From an optimization exercise on the open Yosys and OpenROAD flow, aimed at small area; shortcuts taken in it are not production practice. Only simulation tests tie the RTL to the original design; equivalence was not proved. No activity file was given, so power comes from the tool's default toggle rates.

==> flow/design.v <==
module SIGNAL_GENERATOR_ANALYZER_ONE_WIRE
#(
	parameter SHARE = 0
)
(
	input CLK_100MHz,
	input rst,
	input  	MUAFR_MISO_P,
	input  	MUAFR_MISO_N,
	input 	enable_generate,
	input 	hist_valid,	 
	input 	win_end,	 
	input 	pending,	 
	input 	mode_q,		 
	input 	match,		 
	input 	slot_end,	 
	output	[6: 0] match_cnt,	 
	output logic status_gen
);
logic [2: 0] hist_P;
logic [2: 0] hist_N;
always @(posedge CLK_100MHz)
begin
	hist_P <= {hist_P[1: 0], MUAFR_MISO_P};
	hist_N <= {hist_N[1: 0], MUAFR_MISO_N};
end
wire inc_P = MUAFR_MISO_P ^ (hist_P[2] & hist_valid);
wire inc_N = MUAFR_MISO_N ^ (hist_N[2] & hist_valid);
logic [8: 0] cnt_P;
logic [8: 0] cnt_N;
wire clr = rst | enable_generate | win_end;
wire ok_P = ~cnt_P[8] & (cnt_P[7: 0] >= 8'd25);
wire ok_N = ~cnt_N[8] & (cnt_N[7: 0] >= 8'd25);
wire [8: 0] cnt_P_val = {cnt_P[8: 2], cnt_P[1] & ~pending, cnt_P[0]};
always @(posedge CLK_100MHz)
begin
	if (clr)
		cnt_P <= {7'd1, (win_end & ~rst & ~enable_generate) ? ok_P & ok_N :
				(enable_generate & ~rst & pending) ? cnt_P[1] : 1'b0, 1'b1};
	else
		cnt_P <= cnt_P_val + inc_P;
end
generate
	if (SHARE)
	begin : shared
		wire [8: 0] base = (mode_q == enable_generate) ? cnt_N : 9'd5;
		wire step = enable_generate ? match : inc_N;
		wire cnt_clr = rst | (enable_generate & mode_q & slot_end) | (~enable_generate & ~mode_q & win_end);
		always @(posedge CLK_100MHz)
			if (cnt_clr)
				cnt_N <= 9'd5;
			else
				cnt_N <= base + step;
	end else
	begin : alone
		always @(posedge CLK_100MHz)
			if (clr)
				cnt_N <= 9'd5;
			else
				cnt_N <= cnt_N + inc_N;
	end
endgenerate
assign match_cnt = cnt_N[6: 0];
always @(posedge CLK_100MHz)
	if (rst)
		status_gen <= 0;
	else if (~enable_generate & pending)
		status_gen <= cnt_P[1];
endmodule
module SIGNAL_GENERATOR_ANALYZER
(
	input CLK_100MHz,
	input rst,
	output logic [15:0] MUAFR_MOSI_P,
	output [15:0] MUAFR_MOSI_N,
	input  logic [15:0] MUAFR_MISO_P,
	input  logic [15:0] MUAFR_MISO_N,
	input enable_generate,
	output logic [15:0] status_wire,
	output [15:0] status_gen
);
wire en = enable_generate;
wire match;			 
wire slot_end;			 
wire [6: 0] match_cnt_ch [15: 0];
logic [2: 0] rst_hist;
always @(posedge CLK_100MHz)
	rst_hist <= {rst_hist[1: 0], rst};
wire hist_valid = ~|rst_hist;
logic mode_q;
logic [6: 0] low_cnt;
logic [3: 0] hi_cnt;
wire [2: 0] win_hi = mode_q ? 3'd0 : hi_cnt[2: 0];
wire [3: 0] j = mode_q ? hi_cnt : 4'd0;		 
always @(posedge CLK_100MHz)
	if (rst)
		mode_q <= 0;
	else
		mode_q <= en;
wire win_end  = (&win_hi) & (&low_cnt[6: 5]) & low_cnt[3] & ~low_cnt[2] & low_cnt[1] & ~low_cnt[0];	 
wire win_wrap = (&win_hi) & (&low_cnt[6: 5]) & low_cnt[3] & low_cnt[2];						 
wire [6: 0] slot_cnt = mode_q ? low_cnt : 7'd0;
assign slot_end = mode_q & (low_cnt == 7'd99);
always @(posedge CLK_100MHz)
	if (rst | (en & slot_end) | (~en & win_wrap))
		low_cnt <= 0;
	else if (mode_q != en)
		low_cnt <= 1;
	else
		low_cnt <= low_cnt + 1'b1;
always @(posedge CLK_100MHz)
	if (rst | (mode_q != en) | (~en & win_wrap))
		hi_cnt <= 0;
	else if (en ? slot_end : &low_cnt)
		hi_cnt <= hi_cnt + 1'b1;
logic pending;
always @(posedge CLK_100MHz)
	if (rst)
		pending <= 0;
	else if (~en)
		pending <= win_end;
genvar i;
generate
	for (i = 0; i < 16; i = i + 1)
	begin : generator
		SIGNAL_GENERATOR_ANALYZER_ONE_WIRE #(.SHARE(i == 15)) signal_generator_analyzer_one_wire
		(
			.CLK_100MHz(CLK_100MHz),
			.rst(rst),
			.enable_generate(en),
			.MUAFR_MISO_P(MUAFR_MISO_P[i]),
			.MUAFR_MISO_N(MUAFR_MISO_N[i]),
			.hist_valid(hist_valid),
			.win_end(win_end),
			.pending(pending),
			.mode_q(mode_q),
			.match(match),
			.slot_end(slot_end),
			.match_cnt(match_cnt_ch[i]),
			.status_gen(status_gen[i])
		);
	end
endgenerate
logic flag;			 
logic prev_flag;		 
logic mosi_up;			 
logic mosi_cur;			 
always @(posedge CLK_100MHz)
	if (rst)
	begin
		flag <= 1;
		prev_flag <= 0;
	end else if (~en)
	begin
		flag <= 0;
	end else
	begin
		prev_flag <= flag;
		if (slot_end & (j == 4'd15))
			flag <= ~flag;
	end
always @(posedge CLK_100MHz)
	if (rst | ~en)
	begin
		mosi_up <= 0;
		mosi_cur <= 0;
	end else if (prev_flag != flag)
	begin
		mosi_up <= ~flag;
		mosi_cur <= ~flag;
	end else if (slot_end)
	begin
		if (j == 4'd15)
		begin
			mosi_up <= ~flag;
			mosi_cur <= ~flag;
		end else
			mosi_cur <= mosi_up;
	end else
		mosi_cur <= (slot_cnt < 7'd96) ? flag : ~flag;
integer k;
always @*
	for (k = 0; k < 16; k = k + 1)
		MUAFR_MOSI_P[k] = (k < j) ? ~flag : (k == j) ? mosi_cur : mosi_up;
assign MUAFR_MOSI_N = ~MUAFR_MOSI_P;
wire miso_p_j = MUAFR_MISO_P[j];
wire miso_n_j = MUAFR_MISO_N[j];
assign match = (miso_p_j == flag) & (miso_n_j != flag);
wire [6: 0] match_cnt = match_cnt_ch[15];
logic [15: 0] left;
always @(posedge CLK_100MHz)
	if (rst)
		left <= 0;
	else if (~en)
		left[j] <= 0;
	else if (slot_end)
		left[j] <= match;
logic seen, multi;
always @*
begin
	seen = 0;
	multi = 0;
	for (k = 0; k < 14; k = k + 1)
	begin
		multi = multi | (seen & (MUAFR_MISO_P[k] == miso_p_j));
		seen = seen | (MUAFR_MISO_P[k] == miso_p_j);
	end
end
wire short_P = seen & ~multi;
wire short_N = miso_n_j ? (&MUAFR_MISO_N[13: 0]) : ~(|MUAFR_MISO_N[13: 0]);
logic [7: 0] cnt_kz_P;
logic [7: 0] cnt_kz_N;
always @(posedge CLK_100MHz)
	if (rst)
	begin
		cnt_kz_P <= 0;
		cnt_kz_N <= 0;
	end else if (en)
	begin
		if (slot_cnt == 7'd98)
			cnt_kz_P <= 0;
		else if (short_P)
			cnt_kz_P <= cnt_kz_P + 1'b1;
		if (slot_end)
			cnt_kz_N <= 0;
		else if (short_N)
			cnt_kz_N <= cnt_kz_N + 1'b1;
	end
logic verdict;
always @(posedge CLK_100MHz)
	if (slot_cnt == 7'd97)
		verdict <= (cnt_kz_P > 8'd87) & (cnt_kz_N > 8'd87);
	else if (slot_cnt == 7'd98)
		verdict <= verdict & ((match_cnt > 7'd56) | ((match_cnt == 7'd56) & left[j]));
always @(posedge CLK_100MHz)
	if (rst)
		status_wire <= 0;
	else if (en & slot_end & ~flag)
		status_wire[j] <= verdict;
endmodule
==> flow/flow/run.sh <==
#!/bin/bash
# The standard layout (standard.sh) with three changes to how the layout is made:
#  - ABC maps the logic with an area-oriented script (flow/abc_area.script),
#  - ports get sky130_fd_sc_hd__buf_1 buffers,
#  - CTS builds the tree from clkbuf_8 with clusters of at most 16 sinks and no dummy loads.
set -e
rm -rf scripts_mod
cp -r "$FLOW_HOME/scripts" scripts_mod
cp flow/abc_area.script scripts_mod/abc_area.script
export SCRIPTS_DIR="$PWD/scripts_mod"
export ABC_AREA=1
export BUFFER_PORTS_ARGS="-buffer_cell sky130_fd_sc_hd__buf_1"
export CTS_ARGS="-sink_clustering_enable -repair_clock_nets -dont_use_dummy_load -buf_list sky130_fd_sc_hd__clkbuf_8 -sink_clustering_size 16 -sink_clustering_max_diameter 60"
bash standard.sh > standard.log 2>&1
==> flow/config.mk <==
export PLATFORM = sky130hd
export DESIGN_NAME = SIGNAL_GENERATOR_ANALYZER
export DESIGN_NICKNAME = SIGNAL_GENERATOR_ANALYZER
export VERILOG_FILES = /design/flow/design.v
export SDC_FILE = /design/flow/constraint.sdc
export NUM_CORES = 4
export LEC_CHECK = 0
export CAP_MARGIN = 20
export CORE_MARGIN = 2
export CORE_UTILIZATION = 40
export SLEW_MARGIN = 20
==> flow/standard.sh <==
#!/bin/bash
# synth_recipe.tcl (not shown) runs the flow's synth.tcl, then flattens the netlist and writes it again
# the make line also repeats each setting of config.mk as NAME=value (left out here)
make -C /OpenROAD-flow-scripts/flow DESIGN_CONFIG=/design/flow/config.mk WORK_HOME=/design/flow/orfs CLKGATE_MAP_FILE= SYNTH_SCRIPT=/design/flow/synth_recipe.tcl "${@:-finish}"
==> flow/flow/abc_area.script <==
strash
&get -n
&b
&syn4
&put
strash
dc2
&get -n
&dch -f
&nf -R 1000 -p -a
&put
strash
dc2
&get -n
&dch -f
&nf -R 1000 -p -a
&put
==> flow/constraint.sdc <==
create_clock -name core_clock -period 10.0 [get_ports {CLK_100MHz}]
set_input_delay 2.0000 -clock core_clock [delete_from_list [all_inputs] [get_ports {CLK_100MHz}]]
set_output_delay 2.0000 -clock core_clock [all_outputs]
set_load 0.01 [all_outputs]
==> reports/qor.txt, run 1 <==
Status: no timing/DRC/antenna violations
Finished Layout Cells: 2749
Syn Inst Count: 2007
Starting Density: 0.403
Vias in the first global route: 14.1k
Final hold violation count: 0
Crit path capture type: output pin
Global route total overflow: 0
Final TNS setup: 0 ns
Synthesized area per cell: 9.32 µm²
Final Core Density: 0.440
# setup viols final: 0
Post-CTS Hold Buffers: 0
Initial antenna violation count: 2
First-pass GRT wire length: 71500 µm
Crit share post-route: 0.519
Largest fanout on the critical path: 19
Post-synth top flop: dfxtp_1
Clk sinks: 469
Relative slew slack: 0.308
1st-pass router iterations: 5
Ant diodes: 0
Minimum clock period: 5.19 ns
Root buffer cell: clkbuf_8
Post-synth ARST share: 0
Fillers: 4493
Setup ws final: 4.81 ns
Clock Latency Late Sink: 0.64 ns
CTS Buf Count: 40
Worst hold path stage count: 0
Leakage: 7.36 nW
Sequential share of the synthesized area: 0.511
GRT Total Usage: 0.183
Io pins: 99
Largest net degree at the start of global routing: 95
CP Data Arrival Time: 3.19 ns
Row count: 79
Vias per cell: 5.48
Worst Setup Path Type: register to output pin
Yosys reg bits: 469
Max Cap Violations: 0
Reg clk slew, reported paths: 0.09 ns
Post-Place Cells: 2709
# nets final: 2253
Most common library cell in the layout ignoring fill and taps: dfxtp_1
Antenna-violating nets left: 0
# resized after CTS: 0
Cell Pwr Density: 151 nW/µm²
Longest Clk Path Bufs: 3
Min-delay worst type: register to register
Slew Viols, Final: 0
I/O Buffers: 98
Critical path launch point type: register
TritonCTS clock tree: built
Fmax: 193 MHz
R2R depth: 18
Post-CTS setup buffers: 0
Starting DRT DRC Count: 991
Unrepaired setup endpoints after global routing: false
Detailed Route WL: 43900 µm
Post-DP HPWL: 30600 µm
Yosys cell types: 59
Area grow syn2layout: 9.00%
Share of cells above drive strength 1: 0.0266
H-tree levels: 2
CORE AREA: 46400 µm²
Final Wtd Congestion: 0.868
Post-Syn Area: 18700 µm²
Final Skew: 0.0765 ns
Post-place setup slack: 4.77 ns
Vias: 15.1k
Residual DRC: 0
Wire per inst: 16.0 µm
Die width: 220 µm
Post-synth EDFFs: 17
Syn. warnings: 3
Syn Nets: 2116
Worst-Margin Slew: 1.04 ns
Die Height: 220 µm
Die Footprint: 48500 µm²
Most frequent cells in the layout: dfxtp_1, nor3_1, nand2_1
VDD IR-drop max: 0.121 mV
Worst EP required: 8.00 ns
sequential cells by signal, summed over array words and instances, names as in the netlist:
signal	cells
rst_hist	3
generator.signal_generator_analyzer_one_wire.cnt_N	144
flag	1
cnt_kz_P	8
generator.signal_generator_analyzer_one_wire.hist_N	48
mosi_up	1
generator.signal_generator_analyzer_one_wire.status_gen	16
hi_cnt	4
verdict	1
pending	1
mode_q	1
mosi_cur	1
low_cnt	7
prev_flag	1
cnt_kz_N	8
status_wire	16
generator.signal_generator_analyzer_one_wire.cnt_P	144
left	16
generator.signal_generator_analyzer_one_wire.hist_P	48
report_power, final:
group | total [W] | switching, W | internal (W)
registers | 0.00195 | 0.0000288 | 0.00192
logic | 0.000173 | 0.000107 | 0.0000666
clock network | 0.000948 | 0.000589 | 0.000359
Yosys cell counts, types with 41 or more instances:
cell / instances / share of area
a21oi_1: 146 / 0.039
nor3_1: 210 / 0.056
nand3_1: 52 / 0.014
and2_0: 42 / 0.014
nand2_1: 176 / 0.035
nor2_1: 171 / 0.034
a31oi_1: 56 / 0.019
nand2b_1: 41 / 0.014
dfxtp_1: 452 / 0.48
ha_1: 74 / 0.050
and3_1: 99 / 0.033
o21ai_0: 109 / 0.029
xnor2_1: 75 / 0.035
stage by stage:
stage	area, µm²	hold slack, ns	power (W)
6_report	20400	0.297	0.00308
5_1_grt	20400	0.288	0.00322
4_1_cts	20400	0.289	0.00312
3_5_place_dp	19800	0.312	0.00217
3_3_place_gp	19800	0.310	0.00216
2_1_floorplan	18700	0.310	0.00210
path summary, 6_finish.rpt:
check        slack, ns     start                to
min reg2reg       0.30  register          register
max               4.81    mode_q  MUAFR_MOSI_N[12]
min               0.30  register          register
max reg2reg       5.41    mode_q       cnt_kz_P[4]
critical path: stages (launching register included):
cell	delay (ns)
dfxtp_1	0.64
and2_0	0.43
clkinv_1	0.24
ha_1	0.44
o21ai_0	0.38
nor2_1	0.08
nor2_1	0.16
clkinv_1	0.08
buf_1	0.13
metal layers:
layer / track usage / vias up / share of wire
met5: 0 / - / 0.00055
met4: 0.0588 / 4 / 0.026
met3: 0.0311 / 72 / 0.053
met2: 0.297 / 361 / 0.45
met1: 0.247 / 7084 / 0.47
li1: - / 7544 / -
area by class of cell:
cell class | count | area, µm² | share of cell area
flip-flops and latches | 469 | 9560 | 0.469
well taps | 607 | 759 | 0.0373
repair buffers | 111 | 465 | 0.0228
multi-input cells | 1496 | 8950 | 0.439
clock buffers | 40 | 551 | 0.0270
inverters | 26 | 97.6 | 0.00479
cells by family after synthesis:
| logic type | Yosys count | synth area share |
|---|---|---|
| compound gates | 426 | 0.140 |
| xor+xnor | 103 | 0.0482 |
| fa+ha+maj | 74 | 0.0495 |
| buf+inv | 42 | 0.0116 |
| flops | 469 | 0.511 |
| mux | 4 | 0.00234 |
| simple gates | 889 | 0.237 |
==> run 2, diff against run 1 <==
==> flow/run.sh (new file) <==
#!/bin/bash
# synth_recipe.tcl (not shown) runs the flow's synth.tcl, then flattens the netlist and writes it again
# the make line also repeats each setting of config.mk as NAME=value (left out here)
make -C /OpenROAD-flow-scripts/flow DESIGN_CONFIG=/design/flow/config.mk WORK_HOME=/design/flow/orfs CLKGATE_MAP_FILE= SYNTH_SCRIPT=/design/flow/synth_recipe.tcl finish
--- a/flow/config.mk
+++ b/flow/config.mk
@@ -8,4 +8,7 @@
 export CAP_MARGIN = 20
 export CORE_MARGIN = 2
 export CORE_UTILIZATION = 40
+export CTS_BUF_LIST = sky130_fd_sc_hd__clkbuf_8
+export CTS_CLUSTER_DIAMETER = 60
+export CTS_CLUSTER_SIZE = 16
 export SLEW_MARGIN = 20
removed: flow/flow/run.sh
removed: flow/flow/abc_area.script
removed: flow/standard.sh
==> run 2 against run 1 <==
Effect of this change:
- clock skew down 0.024 ns
- die area increased by 7.0%
- clock power grew 27%
- global-route usage down 0.67 points
- critical path depth did not move
- synthesized cell count grew 11%
- non-clock buffer count increased by 5
==> reports/qor.txt, run 2 <==
Worst-Margin Slew: 0.915 ns
Residual DRC: 0
Most common cell in the synthesized netlist: dfxtp_1
Largest net degree at the start of global routing: 101
Simple-gate share of the synthesized area: 0.228
Status: no timing/DRC/antenna violations
Post-synth EDFFs: 17
H-tree levels: 2
Reg clk slew, reported paths: 0.11 ns
Detailed Route WL: 46300 µm
# nets final: 2389
GRT Total Usage: 0.176
Placed Instance Area: 21500 µm²
Clk sinks: 469
Leakage: 7.80 nW
Post-synth top flop: dfxtp_1
Vias in the first global route: 14.3k
Worst EP required: 8.00 ns
Biggest regs: generator.signal_generator_analyzer_one_wire.cnt_N x144, generator.signal_generator_analyzer_one_wire.cnt_P x144
Vias per cell: 5.07
Post-synthesis adder-cell area fraction: 0.0482
I/O Buffers: 98
VDD IR-drop max: 0.0778 mV
TritonCTS clock tree: built
Yosys cell types: 67
Synth top area cells: dfxtp_1, nor2_1, xor2_1
Die Height: 228 µm
Relative slew slack: 0.390
Final Skew: 0.0523 ns
Clock Latency Late Sink: 0.65 ns
Post-synth ARST share: 0
1st-pass router iterations: 5
Starting Density: 0.407
Post-place setup slack: 4.40 ns
Final Core Density: 0.456
Share of cells above drive strength 1: 0.0511
Synth Area in Compound Gates: 0.0878
Most frequent cells in the layout: dfxtp_1, nor2_1, nand2_1
Synthesized area per cell: 8.99 µm²
Post-Syn Area: 20000 µm²
Vias: 15.1k
Critical path launch point type: register
Cell Pwr Density: 149 nW/µm²
Syn. warnings: 3
Post-Place Cells: 2898
Unrepaired setup endpoints after global routing: false
Fillers: 4718
Xor/xnor share of the synthesized area: 0.114
Final TNS setup: 0 ns
Antenna-violating nets left: 0
Final Wtd Congestion: 0.843
Delay-heaviest family, CP: buffers and inverters
Syn Inst Count: 2227
Slowest cell delay on critical path: 0.57 ns
Slew Viols, Final: 0
Buffer and inverter count on the worst path: 3
Wire per inst: 15.6 µm
Final hold violation count: 0
Synth top cells by count: dfxtp_1, nor2_1, nand2_1
Sequential share of the synthesized area: 0.477
# setup viols final: 0
Min-delay worst type: register to register
Setup ws final: 4.22 ns
Synth top area share: 0.452
Mux cell area share after synthesis: 0.0135
Final Cell Area: 22400 µm²
Root buffer cell: clkbuf_8
Area grow syn2layout: 11.9%
Crit share post-route: 0.578
Post-CTS setup buffers: 0
Crit path cell chain: nand2_1 > clkinv_1 > ha_1 > or2_2 > and2_1 > o221a_2 > inv_1 > clkdlybuf4s50_1
Die Footprint: 51900 µm²
Global route total overflow: 0
# resized after CTS: 0
Max Cap Violations: 0
Crit path capture type: output pin
Longest Clk Path Bufs: 3
Multi-input gate area: 9860 µm²
Post-DP HPWL: 31300 µm
Largest fanout on the critical path: 18
Register area: 9560 µm²
Initial antenna violation count: 4
Yosys reg bits: 469
CTS Buf Count: 42
Io pins: 99
Syn Nets: 2336
Worst Setup Path Type: register to output pin
Largest family of logic cells by synthesized area: simple AND/OR/NAND/NOR gates
CP Data Arrival Time: 3.78 ns
Fmax: 173 MHz
Most common library cell in the layout ignoring fill and taps: dfxtp_1
Finished Layout Cells: 2975
Minimum clock period: 5.78 ns
Die width: 228 µm
First-pass GRT wire length: 74600 µm
Cell taking the most area after synthesis: dfxtp_1
CP max-delay cell: nand2_1
Post-CTS Hold Buffers: 0
Starting DRT DRC Count: 1042
CORE AREA: 49200 µm²
Row count: 81
-- run 2: metrics by stage --
step                hold slack [ns]  total power, W
global route                  0.324         0.00349
CTS                           0.324         0.00339
detailed placement            0.312         0.00218
finish                        0.323         0.00334
global placement              0.310         0.00217
floorplan                     0.310         0.00211
-- run 2: logic make-up after synthesis --
kind of cell / count (synthesis)
AO/OA/AOI/OAI: 259
XOR/XNOR: 261
AND/OR/NAND/NOR: 994
adder cells (fa/ha/maj): 78
multiplexers: 25
flip-flops: 469
buffers and inverters: 141
-- run 2: power by group --
group,internal (W),leakage (nW),switching (W)
registers,0.00192,3.89,0.0000255
logic,0.0000779,3.44,0.000111
clock network,0.000510,0.477,0.000689
total,0.00251,7.80,0.000825
-- run 2: path summary, 6_finish.rpt --
kind              startpoint  cells after the start  slack, ns               end
hold / removal      register                      0       0.32          register
setup / recovery      mode_q                      8       4.22  MUAFR_MOSI_N[14]
setup reg to reg      mode_q                     15       5.94          register
hold reg to reg     register                      0       0.32          register
-- run 2: worst reg2reg max path, cell delays in order (launching register included) --
cell and delay, ns:
dfxtp_1 0.42, buf_4 0.29, nand2_1 0.47, a2111oi_0 0.61, a221o_1 0.19, o21ai_0 0.22, nor3_1 0.33, o21ai_0 0.21
o21ai_0 0.14, ha_1 0.21, ha_1 0.21, nand2_1 0.07, nor3_1 0.24, nand3_1 0.13, xor2_1 0.15, nor3_1 0.11
-- run 2: metal layers --
metal | track usage | part of all wire | vias to the layer above
li1 | - | - | 7639
met4 | 0.0555 | 0.024 | 4
met3 | 0.0336 | 0.046 | 69
met5 | 0 | 0.00050 | -
met2 | 0.286 | 0.45 | 285
met1 | 0.236 | 0.48 | 7090
-- run 2: cell type report --
type,count,share of cell area
Multi-Input combinational cell,1617,0.440
Clock inverter,30,0.0121
Sequential cell,469,0.427
Inverter,34,0.00570
Clock buffer,44,0.0270
Tap cell,664,0.0371
Timing Repair Buffer,116,0.0508
Antenna cell,1,0.000112

-- separate check: timing with driven ports --
The results above use ideal ports. As a check the final layouts listed here were re-extracted and re-timed, cells and wires unchanged. Step 1 (the two cells are an assumption about what drives the block):
set clk [get_ports {CLK_100MHz}]
set_driving_cell -lib_cell sky130_fd_sc_hd__clkbuf_16 $clk
set_driving_cell -lib_cell sky130_fd_sc_hd__buf_2 [delete_from_list [all_inputs] $clk]
Step 2 times the ports against the registers' clock, not the clock port: input delays grow and output delays shrink by t, the midpoint of the rising clock arrivals with the driver on. Three values: ideal, step 1, step 2; two values: the first two.
run | t (ns) | slack for setup (ns) | worst setup path at the end | slew at the worst register clock pin (ns)
run 1 | 0.651 | 4.813 / 4.766 / 4.635 | input to register | 0.10 / 0.10
run 2 | 0.677 | 4.221 / 4.168 / 4.354 | input to register | 0.11 / 0.11
After both steps setup and hold are still met in every run listed. For run 1, which loses most, drivers alone change the setup slack by -0.047 ns; drivers and shift together by -0.178 ns.
